What follows belongs to an exercise in optimizing a design on an open flow for small area, a short achievable clock period and few clock cycles; a production flow would make more cautious choices. Function was checked by simulation only, so behaviour that the tests miss may differ from the original.

Design conv2d_engine, start of the top module:
module conv2d_engine(
    input clk,
    input rst,                  
    input start,                
    input [71:0] kernel,        
    output mem_rd,              
    output [14:0] mem_addr,     
    input [7:0] mem_rdata,      
    output [23:0] result,       
    output result_valid,        
    output done                 
    );
    wire [1:0]  ph;
    wire [19:0] sum;
    controller_fsm ctrl(
        .clk(clk), .rst(rst), .start(start),
        .rd(mem_rd), .addr(mem_addr), .ph(ph),
        .result_valid(result_valid), .done(done)
    );
    convolution conv(
        .clk(clk), .pix(mem_rdata), .kernel(kernel), .ph(ph), .sum(sum)
    );
    assign result = {4'd0, sum};
endmodule
For scale: about 210 flip-flops, roughly 130 I/O pins, roughly 0.013 mm² of cells after synthesis.
==> flow/config.mk <==
export PLATFORM = sky130hd
export DESIGN_NAME = conv2d_engine
export DESIGN_NICKNAME = conv2d_engine
export VERILOG_FILES = /design/flow/design.v
export SDC_FILE = /design/flow/constraint.sdc
export NUM_CORES = 4
export LEC_CHECK = 0
export CAP_MARGIN = 20
export CORE_MARGIN = 2
export CORE_UTILIZATION = 40
export SLEW_MARGIN = 20
==> flow/constraint.sdc <==
create_clock -name core_clock -period 11.0 [get_ports {clk}]
set_input_delay 2.2000 -clock core_clock [delete_from_list [all_inputs] [get_ports {clk}]]
set_output_delay 2.2000 -clock core_clock [all_outputs]
set_load 0.01 [all_outputs]
standard.sh (not shown) runs the stock make flow with config.mk's settings and CLKGATE_MAP_FILE= SYNTH_SCRIPT=/design/flow/synth_recipe.tcl, a recipe that flattens the netlist after the stock synthesis.
==> flow/flow/run.sh <==
#!/bin/bash
# The standard layout (the standard.sh, standard synthesis unchanged), with
# the ORFS settings listed in flow/vars.txt added to its make command line:
# repair_timing aims at a setup slack margin; the clock period and the
# constraints are unchanged.
set -euo pipefail
mapfile -t VARS < <(grep -v '^#' flow/vars.txt | grep .)
bash standard.sh "${VARS[@]}" finish > flow_make.log 2>&1
==> flow/flow/vars.txt <==
SETUP_SLACK_MARGIN=7.6
BUFFER_PORTS_ARGS=-buffer_cell sky130_fd_sc_hd__buf_2
The baseline finished clean.
Testbench counts at the start, summed over its fixed seeds: cycles 399,392.
Then changed:
==> flow/flow/vars.txt (replaced) <==
SETUP_SLACK_MARGIN=7.6
CTS_BUF_LIST=sky130_fd_sc_hd__clkbuf_8
CTS_CLUSTER_SIZE=40
=> Wire length went up by about 2.4%. Count of clock-buffer cells in the layout went up by 7.
Then changed:
==> flow/flow/run.sh (replaced) <==
#!/bin/bash
# Standard layout, with repair_timing aiming at setup slack >= MARGIN ns
# (the clock period and constraints are unchanged).
set -euo pipefail
MARGIN=$(cat flow/margin.txt)
bash standard.sh SETUP_SLACK_MARGIN=$MARGIN finish > flow_make.log 2>&1
==> flow/flow/margin.txt (new file) <==
7.6
removed: flow/flow/vars.txt
Outcome:
- The changed run finished clean
- clock skew drops by 0.0096 ns
- fmax barely changes
- cell area increases by 1.9%

* * *

## try-fjord
Another version of the RTL of conv2d_engine (not shown whole).
Size: roughly 210 flip-flops, ~130 I/O pins, roughly 13000 sq um of cells after synthesis.
clock: 11.0 ns
lec_check: 0
cap_margin: 20
core_margin: 2
core_utilization: 40
slew_margin: 20
==> flow/flow/run.sh <==
#!/bin/bash
# The standard layout (the standard.sh, standard synthesis unchanged), with
# the ORFS settings listed in flow/vars.txt added to its make command line:
# repair_timing aims at a setup slack margin; the clock period and the
# constraints are unchanged.
set -euo pipefail
mapfile -t VARS < <(grep -v '^#' flow/vars.txt | grep .)
bash standard.sh "${VARS[@]}" finish > flow_make.log 2>&1
==> flow/flow/vars.txt <==
SETUP_SLACK_MARGIN=7.7
BUFFER_PORTS_ARGS=-buffer_cell sky130_fd_sc_hd__buf_1
CTS_BUF_LIST=sky130_fd_sc_hd__clkbuf_8
CTS_CLUSTER_SIZE=40
CORE_UTILIZATION=75
Testbench counts of try-fjord, summed over its fixed seeds: cycles 399,392.
Modified inputs, try-juniper compared to try-fjord
--- a/flow/flow/vars.txt
+++ b/flow/flow/vars.txt
@@ -4,2 +4,2 @@
 CTS_CLUSTER_SIZE=40
-CORE_UTILIZATION=75
+CORE_UTILIZATION=60
--- outcome ---
Looking at worst setup path endpoint, the conv.s2[14]$_DFF_P_ result is from try-juniper; the conv.s1[11]$_DFF_P_ one comes from try-fjord.
[compare] base=try-fjord new=try-juniper: relative area of clock buffers and inverters in the final design saw an increase, met1 usage in global routing saw a decrease.
Input-level comparison between try-raven and try-juniper:
==> flow/flow/vars.txt <==
SETUP_SLACK_MARGIN=7.85
BUFFER_PORTS_ARGS=-buffer_cell sky130_fd_sc_hd__buf_1
CTS_BUF_LIST=sky130_fd_sc_hd__clkbuf_8
CTS_CLUSTER_SIZE=40
CORE_UTILIZATION=75
## What came out
try-raven against try-juniper: detail-routed net length per standard cell rose 10 um, signal arrival time at the worst endpoint rose 300 ps, height of the die fell about 10%. Of the two values seen for most common cell after layout, fill and taps aside, sky130_fd_sc_hd__inv_1 was produced by try-raven and sky130_fd_sc_hd__dfxtp_1 by try-juniper. From try-juniper to try-raven the numbers moved as follows: sequential standard cell area increased by 54 sq um relative to the old numbers, routed wire length increased by about 60% relative to the old numbers, setup slack decreased by 360 ps relative to the old numbers.
Inputs modified between try-raven and try-quartz:
==> flow/flow/vars.txt <==
SETUP_SLACK_MARGIN=7.7
BUFFER_PORTS_ARGS=-buffer_cell sky130_fd_sc_hd__buf_1
CTS_BUF_LIST=sky130_fd_sc_hd__clkbuf_16
CTS_CLUSTER_SIZE=30
CTS_CLUSTER_DIAMETER=80
CORE_UTILIZATION=70
- Against try-raven as the reference, try-quartz delivers a lower post-CTS repair timing setup buffer count.
- Min final routed wire length divided by cell count across try-quartz and try-raven: try-quartz
- try-quartz against try-raven: met1 global-route usage shrank by 7.1 points; global-route wire length before repair fell by 18%.
- Compared with try-raven, in try-quartz number of non-filler instances in the completed layout down 4.8%, worst setup slack grew by 480 ps, global-route usage fell 11 points, cell area fell about 9%.
- Starting density of the core: try-quartz < try-raven
- Delay of the slowest cell on the worst path, try-quartz and try-raven: higher on try-raven

-- afterwards: timing with drivers on the ports --
No port has a modelled driver above. Below, the same layouts with a new extraction and two added sets of constraints. Step 1 (the two cells are an assumption about what drives the block):
set clk [get_ports {clk}]
set_driving_cell -lib_cell sky130_fd_sc_hd__clkbuf_16 $clk
set_driving_cell -lib_cell sky130_fd_sc_hd__buf_2 [delete_from_list [all_inputs] $clk]
Step 2 moves the port delays by t, midway between the first and last clock arrival at a register: inputs arrive t later, outputs are due t later. That takes back most of the time a late clock gives input paths. Slacks: no drivers / after step 1 / after step 2; pairs: no drivers / after step 1.
| run | t (ns) | setup WS [ns] | slew at the worst register clock pin (ns) | worst data-port slew with drivers (ns) |
|---|---|---|---|---|
| the first run of note 1 | 0.562 | 7.661 / 7.611 / 7.683 | 0.06 / 0.06 | 0.03 |
| the second run of note 1 | 0.572 | 7.650 / 7.603 / 7.636 | 0.06 / 0.06 | 0.05 |
| the third run of note 1 | 0.556 | 7.644 / 7.593 / 7.602 | 0.06 / 0.06 | 0.05 |
| try-fjord | 0.557 | 7.713 / 7.691 / 7.713 | 0.07 / 0.07 | 0.04 |
| try-juniper | 0.554 | 7.617 / 7.617 / 7.617 | 0.06 / 0.06 | 0.04 |
| try-raven | 0.592 | 7.261 / 7.261 / 7.261 | 0.08 / 0.08 | 0.04 |
| try-quartz | 0.524 | 7.740 / 7.693 / 7.751 | 0.11 / 0.11 | 0.04 |
After both steps every run listed still meets setup and hold. For the third run of note 1, which loses most, drivers alone change the setup slack by -0.051 ns; drivers and shift together by -0.042 ns.
